From an optimization exercise on the open Yosys and OpenROAD flow, aimed at a short achievable clock period and few clock cycles; shortcuts taken in it are not production practice.
Only simulation tests tie the RTL to the original design; equivalence was not proved.
Power is estimated from default activity; no workload was simulated.

## design/flow/run.sh

```bash
#!/bin/bash
# synth_recipe.tcl (not shown) runs the flow's synth.tcl, then flattens the netlist and writes it again
# the make line also repeats each setting of config.mk as NAME=value (left out here)
make -C /OpenROAD-flow-scripts/flow DESIGN_CONFIG=/design/flow/config.mk WORK_HOME=/design/flow/orfs CLKGATE_MAP_FILE= SYNTH_SCRIPT=/design/flow/synth_recipe.tcl finish
```

## design/flow/design.v

```verilog
module adder #(parameter N=32)(input [N-1:0] a, input [N-1:0] b, input cin, output [N-1:0] s);
	localparam L = (N > 32) ? 6 : (N > 16) ? 5 : (N > 8) ? 4 : (N > 4) ? 3 : (N > 2) ? 2 : 1;
	wire [N-1:0] p0 = a ^ b;
	wire [N-1:0] g0 = a & b;
	wire [N-1:0] gl [0:L];
	wire [N-1:0] pl [0:L];
	assign gl[0] = {g0[N-1:1], g0[0] | (p0[0] & cin)};
	assign pl[0] = p0;
	genvar k, i;
	generate
		for (k = 0; k < L; k = k + 1) begin : lvl
			for (i = 0; i < N; i = i + 1) begin : bit_
				if (i >= (1 << k)) begin : comb
					if (k % 2 == 0) begin : inv
						pgcell_n c(.gh(gl[k][i]), .ph(pl[k][i]), .gl(gl[k][i - (1 << k)]), .pl(pl[k][i - (1 << k)]),
						           .gn(gl[k+1][i]), .pn(pl[k+1][i]));
					end else begin : tru
						pgcell_p c(.ghn(gl[k][i]), .phn(pl[k][i]), .gln(gl[k][i - (1 << k)]), .pln(pl[k][i - (1 << k)]),
						           .g(gl[k+1][i]), .p(pl[k+1][i]));
					end
				end else begin : pass
					invm ig(.a(gl[k][i]), .y(gl[k+1][i]));
					invm ip(.a(pl[k][i]), .y(pl[k+1][i]));
				end
			end
		end
	endgenerate
	generate
		for (i = 0; i < N; i = i + 1) begin : sum_
			if (i == 0) begin : s0
				xor2m x(.a(p0[i]), .b(cin), .y(s[i]));
			end else if (L % 2 == 1) begin : sn
				xnor2m x(.a(p0[i]), .b(gl[L][i-1]), .y(s[i]));
			end else begin : sp
				xor2m x(.a(p0[i]), .b(gl[L][i-1]), .y(s[i]));
			end
		end
	endgenerate
endmodule
module pgcell_n(input gh, input ph, input gl, input pl, output gn, output pn);
	assign gn = ~(gh | (ph & gl));
	assign pn = ~(ph & pl);
endmodule
module pgcell_p(input ghn, input phn, input gln, input pln, output g, output p);
	assign g = ~(ghn & (phn | gln));
	assign p = ~(phn | pln);
endmodule
module invm(input a, output y);
	assign y = ~a;
endmodule
module xnor2m(input a, input b, output y);
	assign y = ~(a ^ b);
endmodule
module xor2m(input a, input b, output y);
	assign y = a ^ b;
endmodule
module incr #(parameter N=30)(input [N-1:0] a, output [N-1:0] s);
	wire [N-1:0] c;    
	genvar i;
	generate
		for (i = 0; i < N; i = i + 1) begin : bit_
			if (i == 0) begin : b0
				assign c[i] = 1'b1;
			end else begin : bn
				assign c[i] = &a[i-1:0];
			end
		end
	endgenerate
	assign s = a ^ c;
endmodule
module aoi22(input a0, input b0, input a1, input b1, output y);
	assign y = ~((a0 & b0) | (a1 & b1));
endmodule
module aoi21(input a0, input b0, input c, output y);
	assign y = ~((a0 & b0) | c);
endmodule
module nand4m(input a, input b, input c, input d, output y);
	assign y = ~(a & b & c & d);
endmodule
module nand2m(input a, input b, output y);
	assign y = ~(a & b);
endmodule
module mux2m(input s, input d0, input d1, output y);
	assign y = s ? d1 : d0;
endmodule
module mips#(parameter WIDTH=32,INST_WIDTH=32,REG_COUNT_BITS=5)
				(input clk,input reset,output [WIDTH-1:0]pc,input [INST_WIDTH-1:0]inst,
				 output [WIDTH-1:0] mem_addr,input [WIDTH-1:0] read_data,output  mem_write,output [WIDTH-1:0]write_data);
	reg [31:0] pc_f;
	reg [31:0] inst_d, pc4_d;
	reg [31:0] rs_oh_d, rt_oh_d;    
	reg [31:0] rs_ohn_d, rt_ohn_d;  
	reg        valid_d;
	reg [31:0] a_x, b_x, nb_x, sd_x, btgt_x;
	reg        fa_x, fb_x, fsda_x, fsdl_x;
	reg        and_x, or_x;
	reg        add_xx, add_mx, add_xm, add_mm;
	reg        sub_xx, sub_mx, sub_xm;
	reg        slt_xx, slt_mx, slt_xm;
	reg        we_x, load_x, store_x;
	reg        bq_xx, bq_mx, bq_xm, bq_mm;
	reg [4:0]  dst_x;
	reg [31:0] res_m, nres_m, sd_m;
	reg [31:0] addr_m;    
	reg        we_m, load_m, alu_m, store_m;
	reg [4:0]  dst_m;
	reg [31:1] we_oh_m;    
	reg        stall_r;    
	reg [31:0] rf [1:31];
	wire stall, mispredict;
	wire [29:0] pc4_w;
	incr #(30) u_pc4(.a(pc_f[31:2]), .s(pc4_w));
	wire [31:0] pc4_f = {pc4_w, 2'b00};
	wire f_j  = inst[31:26] == 6'b000010;
	wire f_bt = inst[31:26] == 6'b000100 && inst[25:21] == inst[20:16];
	wire [31:0] f_jtgt = {pc4_f[31:28], inst[25:0], 2'b00};
	wire [29:0] f_btgt_w;
	adder #(30) u_fbt(.a(pc_f[31:2]), .b({{14{inst[15]}}, inst[15:0]}), .cin(1'b1), .s(f_btgt_w));
	wire [31:0] f_btgt = {f_btgt_w, 2'b00};
	wire s_b = !stall && f_bt;
	wire s_4 = !stall && !f_bt && !f_j;
	wire s_o = stall || f_j;
	wire [31:0] f_other = stall ? pc_f : f_jtgt;
	wire [31:0] n_p1, n_p2, f_next, pc_next;
	genvar gp;
	generate
		for (gp = 0; gp < 32; gp = gp + 1) begin : pcsel
			aoi22 u_p1(.a0(s_b), .b0(f_btgt[gp]), .a1(s_4), .b1(pc4_f[gp]), .y(n_p1[gp]));
			nand2m u_p2(.a(s_o), .b(f_other[gp]), .y(n_p2[gp]));
			nand2m u_p(.a(n_p1[gp]), .b(n_p2[gp]), .y(f_next[gp]));
			mux2m u_m(.s(mispredict), .d0(f_next[gp]), .d1(btgt_x[gp]), .y(pc_next[gp]));
		end
	endgenerate
	always @(posedge clk, posedge reset) begin
		if (reset) pc_f <= 32'd0;
		else pc_f <= pc_next;
	end
	always @(posedge clk, posedge reset) begin
		if (reset) valid_d <= 1'b0;
		else if (mispredict) valid_d <= 1'b0;
		else if (!stall) valid_d <= 1'b1;
	end
	always @(posedge clk) begin
		if (!stall) begin
			inst_d <= inst;
			pc4_d  <= pc4_f;
			rs_oh_d <= {31'd0, inst[25:21] != 5'd0} << inst[25:21];
			rt_oh_d <= {31'd0, inst[20:16] != 5'd0} << inst[20:16];
			rs_ohn_d <= ~({31'd0, inst[25:21] != 5'd0} << inst[25:21]);
			rt_ohn_d <= ~({31'd0, inst[20:16] != 5'd0} << inst[20:16]);
		end
	end
	wire [5:0] op = inst_d[31:26];
	wire [5:0] fn = inst_d[5:0];
	wire [4:0] rs = inst_d[25:21];
	wire [4:0] rt = inst_d[20:16];
	wire [4:0] rd = inst_d[15:11];
	wire rtype  = op == 6'b000000;
	wire d_add  = rtype && fn == 6'b100000;
	wire d_sub  = rtype && fn == 6'b100010;
	wire d_and  = rtype && fn == 6'b100100;
	wire d_or   = rtype && fn == 6'b100101;
	wire d_slt  = rtype && fn == 6'b101010;
	wire d_r    = d_add | d_sub | d_and | d_or | d_slt;
	wire d_lw   = op == 6'b100011;
	wire d_sw   = op == 6'b101011;
	wire d_addi = op == 6'b001000;
	wire d_beq  = op == 6'b000100 && rs != rt;
	wire [4:0] dst = d_r ? rd : rt;
	wire d_we   = valid_d && (d_r || d_lw || d_addi) && dst != 5'd0;
	wire uses_rs = d_r | d_lw | d_sw | d_addi | d_beq;
	wire uses_rt = d_r | d_beq;
	wire use_imm = d_lw | d_sw | d_addi;
	wire [31:0] simm = {{16{inst_d[15]}}, inst_d[15:0]};
	wire [29:0] d_btgt;
	adder #(30) u_dbt(.a(pc4_d[31:2]), .b(simm[29:0]), .cin(1'b0), .s(d_btgt));
	wire [31:0] wval = ({32{load_m}} & read_data) | ({32{alu_m}} & res_m);
	reg [31:0] rf_rs, rf_rt;
	integer j, w;
	always @(*) begin
		rf_rs = 32'd0;
		rf_rt = 32'd0;
		for (j = 1; j < 32; j = j + 1) begin
			rf_rs = rf_rs | ({{16{~rs_ohn_d[j]}}, {16{rs_oh_d[j]}}} & rf[j]);
			rf_rt = rf_rt | ({{16{~rt_ohn_d[j]}}, {16{rt_oh_d[j]}}} & rf[j]);
		end
	end
	wire [31:0] rs_val = (we_m && dst_m == rs) ? wval : rf_rs;
	wire [31:0] rt_val = (we_m && dst_m == rt) ? wval : rf_rt;
	assign stall = stall_r;
	wire [5:0] f_op = inst[31:26];
	wire [5:0] f_fn = inst[5:0];
	wire f_r = f_op == 6'b000000 && (f_fn == 6'b100000 || f_fn == 6'b100010 || f_fn == 6'b100100 ||
	                                 f_fn == 6'b100101 || f_fn == 6'b101010);
	wire f_cbeq = f_op == 6'b000100 && inst[25:21] != inst[20:16];
	wire f_uses_rs = f_r || f_op == 6'b100011 || f_op == 6'b101011 || f_op == 6'b001000 || f_cbeq;
	wire f_uses_rt = f_r || f_cbeq;
	wire stall_next = !stall && !mispredict && d_we && d_lw &&
	                  ((f_uses_rs && inst[25:21] == dst) || (f_uses_rt && inst[20:16] == dst));
	always @(posedge clk, posedge reset) begin
		if (reset) stall_r <= 1'b0;
		else stall_r <= stall_next;
	end
	wire bubble = stall || mispredict || !valid_d;
	wire fa = we_x && !load_x && dst_x == rs;
	wire fb = we_x && !load_x && dst_x == rt && !use_imm;
	wire d_addop = d_add | d_lw | d_sw | d_addi;
	wire d_bq = d_beq && !bubble;
	always @(posedge clk) begin
		a_x    <= rs_val;
		b_x    <= use_imm ? simm : rt_val;
		nb_x   <= ~(use_imm ? simm : rt_val);
		sd_x   <= rt_val;
		btgt_x <= {d_btgt, 2'b00};
		fa_x   <= fa;
		fb_x   <= fb;
		fsda_x <= we_x && !load_x && dst_x == rt;
		fsdl_x <= we_x && load_x && dst_x == rt;
		and_x  <= d_and;
		or_x   <= d_or;
		add_xx <= d_addop && !fa && !fb;
		add_mx <= d_addop &&  fa && !fb;
		add_xm <= d_addop && !fa &&  fb;
		add_mm <= d_addop &&  fa &&  fb;
		sub_xx <= d_sub && !fa && !fb;
		sub_mx <= d_sub &&  fa && !fb;
		sub_xm <= d_sub && !fa &&  fb;
		slt_xx <= d_slt && !fa && !fb;
		slt_mx <= d_slt &&  fa && !fb;
		slt_xm <= d_slt && !fa &&  fb;
		dst_x  <= dst;
	end
	always @(posedge clk, posedge reset) begin
		if (reset) begin
			we_x    <= 1'b0;
			load_x  <= 1'b0;
			store_x <= 1'b0;
			bq_xx   <= 1'b0;
			bq_mx   <= 1'b0;
			bq_xm   <= 1'b0;
			bq_mm   <= 1'b0;
		end else begin
			we_x    <= d_we && !bubble;
			load_x  <= d_we && d_lw && !bubble;
			store_x <= d_sw && valid_d && !bubble;
			bq_xx   <= d_bq && !fa && !fb;
			bq_mx   <= d_bq &&  fa && !fb;
			bq_xm   <= d_bq && !fa &&  fb;
			bq_mm   <= d_bq &&  fa &&  fb;
		end
	end
	wire [31:0] sum_xx, sum_mx, sum_xm, dif_xx, dif_mx, dif_xm;
	adder #(32) u_sum_xx(.a(a_x),   .b(b_x),    .cin(1'b0), .s(sum_xx));
	adder #(32) u_sum_mx(.a(res_m), .b(b_x),    .cin(1'b0), .s(sum_mx));
	adder #(32) u_sum_xm(.a(a_x),   .b(res_m),  .cin(1'b0), .s(sum_xm));
	adder #(32) u_dif_xx(.a(a_x),   .b(nb_x),   .cin(1'b1), .s(dif_xx));
	adder #(32) u_dif_mx(.a(res_m), .b(nb_x),   .cin(1'b1), .s(dif_mx));
	adder #(32) u_dif_xm(.a(a_x),   .b(nres_m), .cin(1'b1), .s(dif_xm));
	wire [31:0] sum_mm = {res_m[30:0], 1'b0};
	wire [31:0] a = fa_x ? res_m : a_x;
	wire [31:0] b = fb_x ? res_m : b_x;
	wire [31:0] lg = ({32{and_x}} & (a & b)) | ({32{or_x}} & (a | b)) | ({32{add_mm}} & sum_mm);
	wire [31:0] n_xx, n_mx, n_xm, res;
	wire f0 = lg[0] | (add_xx & sum_xx[0]) | (sub_xx & dif_xx[0]) | (add_mx & sum_mx[0]) |
	          (sub_mx & dif_mx[0]) | (add_xm & sum_xm[0]) | (sub_xm & dif_xm[0]);
	wire n_a0, n_b0;
	aoi22 u_a0(.a0(slt_xx), .b0(dif_xx[31]), .a1(slt_mx), .b1(dif_mx[31]), .y(n_a0));
	aoi21 u_b0(.a0(slt_xm), .b0(dif_xm[31]), .c(f0), .y(n_b0));
	nand2m u_r0(.a(n_a0), .b(n_b0), .y(res[0]));
	genvar gi;
	generate
		for (gi = 1; gi < 32; gi = gi + 1) begin : rsel
			aoi22 u_xx(.a0(add_xx), .b0(sum_xx[gi]), .a1(sub_xx), .b1(dif_xx[gi]), .y(n_xx[gi]));
			aoi22 u_mx(.a0(add_mx), .b0(sum_mx[gi]), .a1(sub_mx), .b1(dif_mx[gi]), .y(n_mx[gi]));
			aoi22 u_xm(.a0(add_xm), .b0(sum_xm[gi]), .a1(sub_xm), .b1(dif_xm[gi]), .y(n_xm[gi]));
			nand4m u_r(.a(n_xx[gi]), .b(n_mx[gi]), .c(n_xm[gi]), .d(~lg[gi]), .y(res[gi]));
		end
	endgenerate
	assign mispredict = (bq_xx && a_x == b_x) || (bq_mx && res_m == b_x) ||
	                    (bq_xm && a_x == res_m) || bq_mm;
	wire [31:0] sd = fsda_x ? res_m : fsdl_x ? read_data : sd_x;
	always @(posedge clk) begin
		res_m <= res;
		addr_m <= fa_x ? sum_mx : sum_xx;
		nres_m <= ~res;
		sd_m  <= sd;
		dst_m <= dst_x;
	end
	always @(posedge clk, posedge reset) begin
		if (reset) we_oh_m <= 31'd0;
		else we_oh_m <= {31{we_x}} & ({31'd0, 1'b1} << (dst_x - 5'd1));
	end
	always @(posedge clk, posedge reset) begin
		if (reset) begin
			we_m    <= 1'b0;
			load_m  <= 1'b0;
			alu_m   <= 1'b0;
			store_m <= 1'b0;
		end else begin
			we_m    <= we_x;
			load_m  <= load_x;
			alu_m   <= we_x && !load_x;
			store_m <= store_x;
		end
	end
	always @(posedge clk) begin
		for (w = 1; w < 32; w = w + 1)
			if (we_oh_m[w]) rf[w] <= wval;
	end
	assign pc = pc_f;
	assign mem_addr = addr_m;
	assign mem_write = store_m;
	assign write_data = sd_m;
endmodule
```

## design/flow/config.mk

```make
export PLATFORM = sky130hd
export DESIGN_NAME = mips
export DESIGN_NICKNAME = mips
export VERILOG_FILES = /design/flow/design.v
export SDC_FILE = /design/flow/constraint.sdc
export NUM_CORES = 4
export LEC_CHECK = 0
export CAP_MARGIN = 20
export CORE_MARGIN = 2
export CORE_UTILIZATION = 50
export CTS_CLUSTER_DIAMETER = 100
export CTS_CLUSTER_SIZE = 30
export SETUP_SLACK_MARGIN = 2.6
export SLEW_MARGIN = 20
export SYNTH_HIERARCHICAL = 1
export SYNTH_MINIMUM_KEEP_SIZE = 0
```

## design/flow/constraint.sdc

```tcl
create_clock -name core_clock -period 5.2 [get_ports {clk}]
set_input_delay 1.0400 -clock core_clock [delete_from_list [all_inputs] [get_ports {clk}]]
set_output_delay 1.0400 -clock core_clock [all_outputs]
set_load 0.01 [all_outputs]
```

==> qor.yml, run 1 <==
tightest_slew_ns: 1.24
synth_area_um2: 82300
cts-hold-fix-buffers: 0
drive_gt1_share_pct: 32.7
path_clk_slew_ns: 0.11
period_needed_ns: 2.80
power_mw: 36.3
die_w_um: 410
die_area_um2: 168000
grt_pass1_vias: 64800
overflow: 0
grt_use_total_pct: 45.0
reg2reg_to: "rf[29][12]"
start_util_pct: 50.4
crit_path_top_delay_cell: "a22oi_1"
io-pin-count: 163
final_cell_mix: "edfxtp_1 (1178), nand2_1 (530), a21oi_2 (524)"
ctsHtreeMaxLevel: 3
grt_antenna_before_repair: 14
grt_max_degree: 169
port_buffers: 162
end_kind: "register"
drv_cap: 0
crit_path_max_fanout: 31
dr.pass1.iters: 13
tns_ns: 0
max_freq_mhz: 358
antenna_left: 0
clk_latency_ns: 0.77
drt_wl_total_um: 392000
whs_path_depth: 0
cts_tree: "done"
clock_path_buffers: 3
final_common_cell: "edfxtp_1"
crit_type: "register to register"
r2r-start: "load_m"
routabilityCongestion: 1.08
chipHeight_um: 410
nNetsFinal: 7692
synth.avg_cell_area_um2: 11.8
skew_ns: 0.0860
via_count: 70100
clock_sinks: 1566
crit_path_start_kind: "register"
finalInstanceArea_um2: 95500
max-vdd-ir-drop_mv: 0.386
hold_slack_ns: 0.370
cts_buffers: 68
dpl.cell_count: 9254
power.density_nw_per_um2: 380
slew_viol_final: 0
ff2ff_setup_slack_ns: 2.40
status: "complete, no violations"
leakagePower_nw: 35.8
hp-start: "store_x"
worst_path_largest_cell_delay_ns: 0.72
required_ns: 5.54
arrival_ns: 3.13
layoutNonFillerInstCount: 9603
setup-violations-final: 0
ys_warn_count: 10
synthCells: 6985
rsz0062_at_grt: "yes"
core_um2: 163000
fp-row-count: 148
drc: 0
slew_headroom_pct: 16.2
grt_pass1_wl_um: 523000
drt_iter0_markers: 14500
hold_viol_final: 0
area_growth_pct: 16.0
cts_root_buffer: "clkbuf_16"
placedInstanceArea_um2: 87200
finalCritPeriodShare_pct: 53.8
place_hpwl_um: 253000
min_path_type: "register to register"
worstPathCellList: "buf_4 > a22oi_1 > inv_1"
vias_per_cell: 7.29
r2r_cells: 3
wl_per_cell_um: 40.8
whs_endpoint: "store_m"
[power by group]
group          switching, mW  leakage, nW  internal, mW  total, mW
Clock                   4.24         1.02          2.64       6.88
Combinational           8.95         17.8          5.26       14.2
Sequential              1.03         17.0          14.2       15.2
[metrics by stage]
stage / util [%] / setup slack (ns)
2_1_floorplan: - / 0.366
3_3_place_gp: 53.5 / 1.04
3_5_place_dp: 53.5 / 1.03
4_1_cts: 56.7 / 2.47
5_1_grt: 58.5 / 2.41
6_report: 58.5 / 2.40
[worst max-delay path: cells and delay by family, from the launching register on]
family / cells / cell delay, ns
buf+inv: 2 / 0.99
compound gates: 1 / 0.72
flops: 1 / 0.68
[what timing repair did]
| action | CTS | global route |
|---|---|---|
| gates cloned | 11 | 7 |
| buffers inserted | 130 | 80 |
| gates resized for setup | 583 | 467 |
| setup endpoints to repair | 480 | 582 |
| pin swaps | 36 | 119 |
[sequential cells by signal, indices dropped and copies added, names as in the netlist, 30 cells and up]
signal / cells
rf: 992
a_x: 32
addr_m: 32
b_x: 32
inst_d: 32
nb_x: 32
nres_m: 32
pc_f: 32
res_m: 32
sd_m: 32
sd_x: 32
rs_oh_d: 31
rs_ohn_d: 31
rt_oh_d: 31
rt_ohn_d: 31
we_oh_m: 31
btgt_x: 30
pc4_d: 30
[worst max path at each step]
stage | startpoint | to | cells after the start
after floorplan | stall_r | pc_f[10] | 7
after global placement | inst[15] | pc_f[22] | 11
after detailed placement | inst[15] | pc_f[22] | 11
after CTS | inst[8] | pc_f[28] | 11
after global routing | load_m | rf[3][1] | 3
final | load_m | rf[29][12] | 3
[layer usage]
| layer | routed length, um | global-route usage (%) | vias to the layer above |
|---|---|---|---|
| met5 | 114 | 0.172 | - |
| met4 | 28400 | 24.4 | 12 |
| met3 | 62900 | 17.9 | 1672 |
| met2 | 154000 | 61.5 | 6760 |
| met1 | 147000 | 60.6 | 34000 |
| li1 | - | - | 27600 |
[layout make-up]
cell class	count	area, um^2
clock inverters	16	258
diodes	10	25.0
fillers	13600	67700
flip-flops and latches	1566	43900
well taps	2175	2720
clock buffers	95	1870
repair inverters	10	75.1
multi-input cells	4639	39200
repair buffers	601	5470
inverters	491	1930
Testbench counts, summed over its fixed seeds: cycles 34,677.
==> run 2, diff against run 1 <==
--- a/design/flow/config.mk
+++ b/design/flow/config.mk
@@ -8,8 +8,6 @@
 export CAP_MARGIN = 20
 export CORE_MARGIN = 2
 export CORE_UTILIZATION = 50
-export CTS_CLUSTER_DIAMETER = 100
-export CTS_CLUSTER_SIZE = 30
 export SETUP_SLACK_MARGIN = 2.6
 export SLEW_MARGIN = 20
 export SYNTH_HIERARCHICAL = 1
==> run 2 against run 1 <==
  * Critical path depth stayed put
  * Register-to-register slack improved by 0.02 ns
  * Core utilization is 2.3 points higher
  * Clock power rose by 77%
  * Synthesized area did not move
  * Sequential cell count stayed put
  * Via count grew 1.1%
  * Setup slack improved by 0.018 ns
  * Worst hold slack worse by 0.012 ns
  * Synthesized cell count unchanged
  * Non-clock buffer count is 5 higher
  * Clock skew fell by 0.0098 ns
  * Largest cell class unchanged
  * Highest routed layer unchanged
==> qor.yml, run 2 <==
synth.avg_cell_area_um2: 11.8
crit_path_max_fanout: 31
drt_wl_total_um: 396000
crit_path_start_kind: "register"
clk_latency_ns: 0.88
drc: 0
skew_ns: 0.0762
slew_viol_final: 0
drive_gt1_share_pct: 34.3
cts-hold-fix-buffers: 0
hold_slack_ns: 0.358
max_freq_mhz: 360
vias_per_cell: 7.23
grt_max_degree: 169
min_path_type: "register to register"
path_clk_slew_ns: 0.06
required_ns: 5.61
layout_setup_ws_ns: 2.42
ys_warn_count: 10
drt_iter0_markers: 14900
cts_root_buffer: "clkbuf_16"
ctsHtreeMaxLevel: 4
synthCells: 6985
core_um2: 163000
hold_viol_final: 0
pre_cts_slack_ns: 1.03
cts_buffers: 165
routabilityCongestion: 1.08
tns_ns: 0
whs_path_depth: 0
end_kind: "register"
whs_endpoint: "store_m"
start_util_pct: 50.4
synth_area_um2: 82300
cts_tree: "done"
clock_path_buffers: 3
regMostFlops: "rf"
die_w_um: 410
r2r-start: "load_m"
grt_use_total_pct: 45.4
grt_antenna_before_repair: 16
reg2reg_to: "rf[4][29]"
drv_cap: 0
r2r_cells: 3
final_cell_mix: "edfxtp_1 (1178), nand2_1 (515), a21oi_2 (506)"
arrival_ns: 3.18
tightest_slew_ns: 1.19
finalCritPeriodShare_pct: 53.5
rsz0062_at_grt: "yes"
leakagePower_nw: 37.5
period_needed_ns: 2.78
slew_headroom_pct: 20.4
grt_pass1_wl_um: 529000
ff2ff_setup_slack_ns: 2.42
place_hpwl_um: 253000
final_common_cell: "edfxtp_1"
dr.pass1.iters: 13
grt_pass1_vias: 66000
crit_type: "register to register"
power.density_nw_per_um2: 421
hp-start: "store_x"
max-vdd-ir-drop_mv: 0.391
via_count: 70900
largest_register_ffs: 992
chipHeight_um: 410
antenna_left: 0
cp-startpoint: "load_m"
nNetsFinal: 7795
fill_cells: 13200
io-pin-count: 163
area_growth_pct: 20.6
die_area_um2: 168000
port_buffers: 162
setup-violations-final: 0
fp-row-count: 148
finalInstanceArea_um2: 99200
clock_sinks: 1566
utilization_pct: 60.8
wl_per_cell_um: 40.4
status: "complete, no violations"
placedInstanceArea_um2: 87200
overflow: 0
-- run 2: final cells by class --
| class | count | area, um^2 | area share, % |
|---|---|---|---|
| sequential | 1566 | 43900 | 44.2 |
| timing repair buffer | 606 | 5560 | 5.60 |
| inverter | 491 | 1940 | 1.96 |
| clock inverter | 91 | 1130 | 1.13 |
| clock buffer | 210 | 4390 | 4.42 |
| tap | 2175 | 2720 | 2.74 |
| timing repair inverter | 12 | 90.1 | 0.0908 |
| antenna | 10 | 25.0 | 0.0252 |
| multi-input combinational | 4638 | 39500 | 39.8 |
-- run 2: worst max-delay path by stage --
stage | to | slack, ns
detailed placement | pc_f[22] | 1.03
CTS | pc_f[27] | 2.51
finish | rf[4][29] | 2.42
floorplan | pc_f[10] | 0.37
global placement | pc_f[22] | 1.04
global route | pc_f[27] | 2.48
-- run 2: timing repair --
item	in CTS	in global routing
setup endpoints to repair	547	540
cloned	10	9
gates resized for setup	656	493
pin swaps	41	112
setup buffers	135	79
-- run 2: stage by stage --
stage	instances	total power, mW
after CTS	9700	40.4
after global placement	9252	27.6
after detailed placement	9254	27.5
after floorplan	7006	23.2
after global routing	9789	42.9
final	9799	41.8
-- run 2: where the power goes --
group	internal, mW	total (mW)	leakage, nW	switching [mW]
clock network	6.89	12.2	2.69	5.34
registers	14.2	15.3	17.0	1.04
logic	5.31	14.3	17.9	9.00
-- run 2: worst max-delay path: stages (launching register included) --
cell,delay [ns]
dfrtp_1,0.68
buf_4,0.34
a22oi_1,0.65
inv_1,0.64
-- run 2: metal layers --
metal | wire [um] | global-route usage, %
met3 | 64500 | 19.9
met4 | 28500 | 24.5
met1 | 147000 | 60.4
met2 | 156000 | 61.7
met5 | 169 | 0
==> run 3, diff against run 2 <==
--- a/design/flow/config.mk
+++ b/design/flow/config.mk
@@ -7,7 +7,7 @@
 export LEC_CHECK = 0
 export CAP_MARGIN = 20
 export CORE_MARGIN = 2
-export CORE_UTILIZATION = 50
+export CORE_UTILIZATION = 55
 export SETUP_SLACK_MARGIN = 2.6
 export SLEW_MARGIN = 20
 export SYNTH_HIERARCHICAL = 1
==> run 3 against run 2 <==
  * Cell count decreased by 2.4%
  * Fmax decreased by 0.69%
  * Clock skew decreased by 0.0097 ns
  * Setup slack got worse by 0.019 ns
  * Largest cell class unchanged
  * Highest routed layer unchanged
==> qor.yml, run 3 <==
status: "complete, no violations"
setup-violations-final: 0
routabilityCongestion: 1.07
grt_use_total_pct: 48.6
overflow: 0
grt_max_degree: 124
port_buffers: 162
chipHeight_um: 391
rsz0062_at_grt: "yes"
place_hpwl_um: 246000
cts_root_buffer: "clkbuf_16"
drive_gt1_share_pct: 33.5
power.density_nw_per_um2: 423
reg2reg_to: "rf[26][25]"
die_w_um: 391
slew_headroom_pct: 15.0
dpl.cell_count: 9002
via_count: 71300
cts-hold-fix-buffers: 0
power_mw: 41.6
drt_iter0_markers: 15900
grt_pass1_vias: 65300
max-vdd-ir-drop_mv: 0.457
crit_path_top_delay_cell: "a22oi_2"
dr.pass1.iters: 14
core_um2: 148000
tns_ns: 0
whs_path_depth: 0
fill_cells: 11300
synthCells: 6985
crit_path_start_kind: "register"
die_area_um2: 153000
period_needed_ns: 2.80
clock_sinks: 1566
max_freq_mhz: 357
crit_end: "rf[26][25]"
synth.avg_cell_area_um2: 11.8
worstPathCellList: "buf_4 > a22oi_2 > clkinvlp_4"
grt_pass1_wl_um: 515000
drt_wl_total_um: 384000
cts_tree: "done"
largest_register_ffs: 992
ctsHtreeMaxLevel: 4
crit_path_max_fanout: 20
synth_area_um2: 82300
regMostFlops: "rf"
nNetsFinal: 7788
leakagePower_nw: 37.5
arrival_ns: 3.17
start_util_pct: 55.5
clock_path_buffers: 3
cp-startpoint: "load_m"
grt_antenna_before_repair: 14
path_clk_slew_ns: 0.06
io-pin-count: 163
end_kind: "register"
required_ns: 5.57
r2r_cells: 3
skew_ns: 0.0665
finalCritPeriodShare_pct: 53.8
worst_path_largest_cell_delay_ns: 0.74
hold_viol_final: 0
clk_latency_ns: 0.85
ff2ff_setup_slack_ns: 2.40
slew_viol_final: 0
ys_warn_count: 10
final_common_cell: "edfxtp_1"
wl_per_cell_um: 40.2
tightest_slew_ns: 1.26
drv_cap: 0
layoutNonFillerInstCount: 9560
fp-row-count: 141
vias_per_cell: 7.46
antenna_left: 0
drc: 0
min_path_type: "register to register"
area_growth_pct: 19.6
r2r-start: "load_m"
cts_buffers: 165
crit_type: "register to register"
final_cell_mix: "edfxtp_1 (1178), nand2_1 (538), a21oi_2 (522)"
[run 3: cell types whose count changed in the layout (fill, tap and decap cells not counted), moves of 13 or more]
cell / before / now
nand2_1: 515 / 538
nand2_2: 60 / 38
a21oi_4: 87 / 69
a21oi_2: 506 / 522
nor2_4: 63 / 49
ha_1: 166 / 179
[run 3: worst max-delay path, delay by kind of cell (launching register included)]
family                 cells  cell delay, ns
buffers and inverters      2            0.99
AO/OA/AOI/OAI              1            0.74
flip-flops                 1            0.58
[run 3: power by group]
group | internal (mW) | total, mW | switching (mW)
sequential | 14.2 | 15.2 | 0.984
clock | 7.00 | 12.4 | 5.38
combinational | 5.18 | 14.1 | 8.88
total | 26.4 | 41.6 | 15.3
[run 3: cell type report]
cell class                 instances  area (um^2)  area share [%]
antenna                           13         32.5          0.0331
timing repair buffer             603         5590            5.67
timing repair inverter             8         57.6          0.0585
multi-input combinational       4638        38900            39.5
tap                             1930         2410            2.45
clock buffer                     210         4400            4.47
clock inverter                   101         1280            1.30
inverter                         491         1920            1.95
sequential                      1566        43900            44.6
[run 3: how the worst min path moves through the flow]
| stage | endpoint | startpoint | slack (ns) |
|---|---|---|---|
| 6_report | store_m | store_x | 0.37 |
| 2_1_floorplan | dst_m[4] | dst_x[4] | 0.33 |
| 3_5_place_dp | store_m | store_x | 0.36 |
| 3_3_place_gp | store_m | store_x | 0.33 |
| 4_1_cts | store_m | store_x | 0.37 |
| 5_1_grt | store_m | store_x | 0.37 |
[run 3: metrics by stage]
step,utilization [%],hold slack (ns),setup slack (ns),cell area [um^2]
final,66.4,0.367,2.40,98400
after global routing,66.4,0.372,2.47,98400
after CTS,64.3,0.375,2.47,95300
after detailed placement,58.6,0.359,1.09,86900
after global placement,58.6,0.332,1.11,86900
after floorplan,-,0.329,0.366,82400
[run 3: what timing repair did]
action,in CTS,in global routing
endpoints found under the hold margin,0,0
cloned,8,10
gates resized for setup,553,451
pin swaps,35,110
setup buffers,125,91
setup endpoints to repair,463,474
[run 3: per-layer routing]
| metal | up-vias | global-route usage (%) | part of all wire [%] |
|---|---|---|---|
| li1 | 27900 | - | - |
| met1 | 34000 | 64.9 | 36 |
| met2 | 7428 | 65.7 | 39 |
| met3 | 1937 | 21.2 | 18 |
| met4 | 16 | 27.0 | 7.8 |
| met5 | - | 0.0638 | 0.041 |
==> run 4, diff against run 3 <==
==> design/flow/flow/run.sh (new file) <==
#!/bin/bash
# The standard layout (the standard.sh, ORFS from synthesis to finish),
# with one change: the buffers that ORFS puts on every input and output port
# are sky130_fd_sc_hd__buf_4 instead of the cell buffer_ports picks by
# default (a slow clkdlybuf4s50_1, which repair_timing leaves in place).
# Make's full output goes to standard.log; ORFS keeps each step's own log
# under orfs/logs/.
set -euo pipefail
bash standard.sh "BUFFER_PORTS_ARGS=-buffer_cell sky130_fd_sc_hd__buf_4" finish > standard.log 2>&1
==> design/flow/standard.sh (new file) <==
#!/bin/bash
# synth_recipe.tcl (not shown) runs the flow's synth.tcl, then flattens the netlist and writes it again
# the make line also repeats each setting of config.mk as NAME=value (left out here)
make -C /OpenROAD-flow-scripts/flow DESIGN_CONFIG=/design/flow/config.mk WORK_HOME=/design/flow/orfs CLKGATE_MAP_FILE= SYNTH_SCRIPT=/design/flow/synth_recipe.tcl "${@:-finish}"
--- a/design/flow/config.mk
+++ b/design/flow/config.mk
@@ -7,7 +7,7 @@
 export LEC_CHECK = 0
 export CAP_MARGIN = 20
 export CORE_MARGIN = 2
-export CORE_UTILIZATION = 55
+export CORE_UTILIZATION = 50
 export SETUP_SLACK_MARGIN = 2.6
 export SLEW_MARGIN = 20
 export SYNTH_HIERARCHICAL = 1
removed: design/flow/run.sh
==> run 4 against run 3 <==
  * Still clean on timing, DRC and antenna
  * First-iteration DRC count shrank 6.6%
  * Fmax shrank 3.3%
  * Synthesized cell count did not move
  * Count of clock-buffer cells in the layout fell by 7
  * Global-route usage fell by 2.6 points
  * Sequential share of layout area is 0.46 points higher
  * Worst hold slack better by 0.0067 ns
  * Core utilization shrank 6.7 points
  * Synthesized area unchanged
  * Cell area shrank 0.98%
  * Die area up 9.9%
  * Register-to-register slack got worse by 0.095 ns
  * Largest cell class unchanged
  * Largest power group unchanged
==> qor.yml, run 4 <==
status: "complete, no violations"
drt_wl_total_um: 401000
final_cell_mix: "edfxtp_1 (1178), nand2_1 (549), a21oi_2 (527)"
area_growth_pct: 18.5
internal-power_mw: 26.3
hold_viol_final: 0
grt_use_total_pct: 46.0
leakagePower_nw: 37.1
rsz0062_at_grt: "yes"
synthCells: 6985
finalCritPeriodShare_pct: 55.7
multi_input_area_um2: 38800
use_met1_pct: 61.8
wl_per_cell_um: 41.3
grtUsageMet3_pct: 17.8
crit_path_start_kind: "register"
vias_per_cell: 7.31
crit_type: "register to register"
overflow: 0
period_needed_ns: 2.89
layoutNonFillerInstCount: 9706
max_freq_mhz: 346
skew_ns: 0.0575
tns_ns: 0
clock_path_buffers: 3
slew_headroom_pct: 4.39
port_buffers: 162
crit_path_max_fanout: 31
synth.avg_cell_area_um2: 11.8
grt_antenna_before_repair: 12
clock_sinks: 1566
core_um2: 163000
power.density_nw_per_um2: 426
largest_register_ffs: 992
sequentialPowerShare_pct: 37.2
routabilityCongestion: 1.05
seq_area_um2: 43900
end_kind: "register"
switchingPower_mw: 15.2
cts_buffers: 166
switching_share_pct: 36.7
grt_pass1_wl_um: 535000
arrival_ns: 3.33
comb_power_share_pct: 32.4
die_w_um: 410
die_area_um2: 168000
slew_viol_final: 0
regMostFlops: "rf"
start_util_pct: 50.4
clk_latency_ns: 0.87
max-vdd-ir-drop_mv: 0.381
synth_area_um2: 82300
min_path_type: "input pin to async pin"
drt_iter0_markers: 14800
gr-usage-met2_pct: 63.2
fp-row-count: 148
path_clk_slew_ns: 0.06
cts_tree: "done"
place_hpwl_um: 259000
chipHeight_um: 410
grt_pass1_vias: 65700
required_ns: 5.63
clockPowerShare_pct: 30.4
final_common_cell: "edfxtp_1"
ctsHtreeMaxLevel: 4
grt_max_degree: 187
tightest_slew_ns: 1.42
dr.pass1.iters: 14
grt_busiest_layer: "met2"
fill_cells: 13300
drc: 0
via_count: 71000
antenna_left: 0
io-pin-count: 163
drv_cap: 0
setup-violations-final: 0
dpl.cell_count: 9238
cts_root_buffer: "clkbuf_16"
drive_gt1_share_pct: 35.1
ys_warn_count: 10
nNetsFinal: 7701
-- run 4: cell count changes in the layout (fill, tap and decap cells not counted), sizes merged --
cell	delta
and3	-1
diode	-8
dlymetal6s2s	-8
clkinvlp	+18
buf	+66
inv	+1
clkdlybuf4s50	-47
a21oi	-1
clkinv	-9
dlygate4sd2	-74
nand3	+2
bufinv	+3
clkdlybuf4s15	-31
clkbuf	-10
-- run 4: layout make-up --
cell class | count | share of cell area, %
inverter | 491 | 1.98
multi-input combinational | 4638 | 39.8
sequential | 1566 | 45.0
tap | 2175 | 2.79
antenna | 5 | 0.0128
timing repair inverter | 17 | 0.128
clock buffer | 203 | 4.55
clock inverter | 105 | 1.37
timing repair buffer | 506 | 4.40
-- run 4: timing repair --
item                                    in CTS  in global routing
pin swaps                                   38                 69
endpoints found under the setup margin     575                735
gates cloned                                 9                 12
gates resized for setup                    433                401
buffers inserted                            77                 57
hold buffers                                 0                  0
-- run 4: power groups by stage --
stage / Clock (mW) / Combinational [mW] / Sequential [mW]
finish: 12.6 / 13.5 / 15.4
global route: 13.1 / 14.1 / 15.4
CTS: 12.6 / 12.4 / 15.4
detailed placement: 0 / 11.9 / 15.6
global placement: 0 / 12.0 / 15.6
floorplan: 0 / 8.15 / 15.1
-- run 4: path summary, 6_finish.rpt --
kind | startpoint | to | slack (ns) | cells after the start
worst max register to register | load_m | rf[24][9] | 2.31 | 3
worst max-delay path | load_m | rf[24][9] | 2.31 | 3
worst min-delay path | reset | pc_f[25] | 0.37 | 2
min in group core_clock | inst[30] | inst_d[30] | 0.41 | 1
max in group asynchronous | reset | stall_r | 3.72 | 3
worst min register to register | store_x | store_m | 0.41 | 0
-- run 4: through the flow --
step / hold WS (ns) / power (mW) / utilization [%] / cell area, um^2 / setup slack, ns
after floorplan: 0.329 / 23.2 / - / 82400 / 0.366
after global placement: 0.336 / 27.6 / 53.1 / 86700 / 1.48
after detailed placement: 0.350 / 27.5 / 53.1 / 86700 / 1.49
after CTS: 0.357 / 40.4 / 58.2 / 95000 / 2.52
after global routing: 0.393 / 42.6 / 59.7 / 97500 / 2.40
final: 0.373 / 41.5 / 59.7 / 97500 / 2.31
-- run 4: critical path: stages, from the launching register on --
cell and delay (ns):
dfrtp_1 0.70, buf_4 0.35, a22oi_1 0.75, inv_1 0.66
-- run 4: per-layer routing --
| metal | vias up | part of all wire (%) | wire [um] |
|---|---|---|---|
| li1 | 27700 | - | - |
| met1 | 34300 | 37 | 149000 |
| met2 | 7047 | 39 | 158000 |
| met3 | 1876 | 16 | 63700 |
| met4 | 6 | 7.6 | 30500 |
| met5 | - | 0.039 | 155 |

## re-timing with driven ports
In the flow no input, the clock included, has a driving cell. The finished layouts below were timed again as built, in two steps.
Step 1: set_driving_cell puts a clkbuf_16 on clk and a buf_2 on each other input, an assumption about the parent block.
Step 2 moves the port delays by t, midway between the first and last clock arrival at a register: inputs arrive t later, outputs are due t later. That takes back most of the time a late clock gives input paths.
Slacks: ideal ports / drivers / drivers and shift; pairs: ideal ports / drivers.
run | t (ns) | setup slack, ns | worst setup path after step 2 | worst register clock-pin slew, ns | pins driven straight from the clock port
run 1 | 0.824 | 2.403 / 2.403 / 1.795 | input to register | 0.12 / 0.12 | 1
run 2 | 0.936 | 2.421 / 2.421 / 1.731 | input to register | 0.07 / 0.07 | 1
run 3 | 0.901 | 2.401 / 2.401 / 1.663 | input to register | 0.07 / 0.07 | 1
run 4 | 0.933 | 2.306 / 2.306 / 1.835 | input to register | 0.07 / 0.07 | 1
After both steps every run listed still meets setup and hold. For run 3, which loses most, drivers alone change the setup slack by 0.000 ns; drivers and shift together by -0.738 ns.
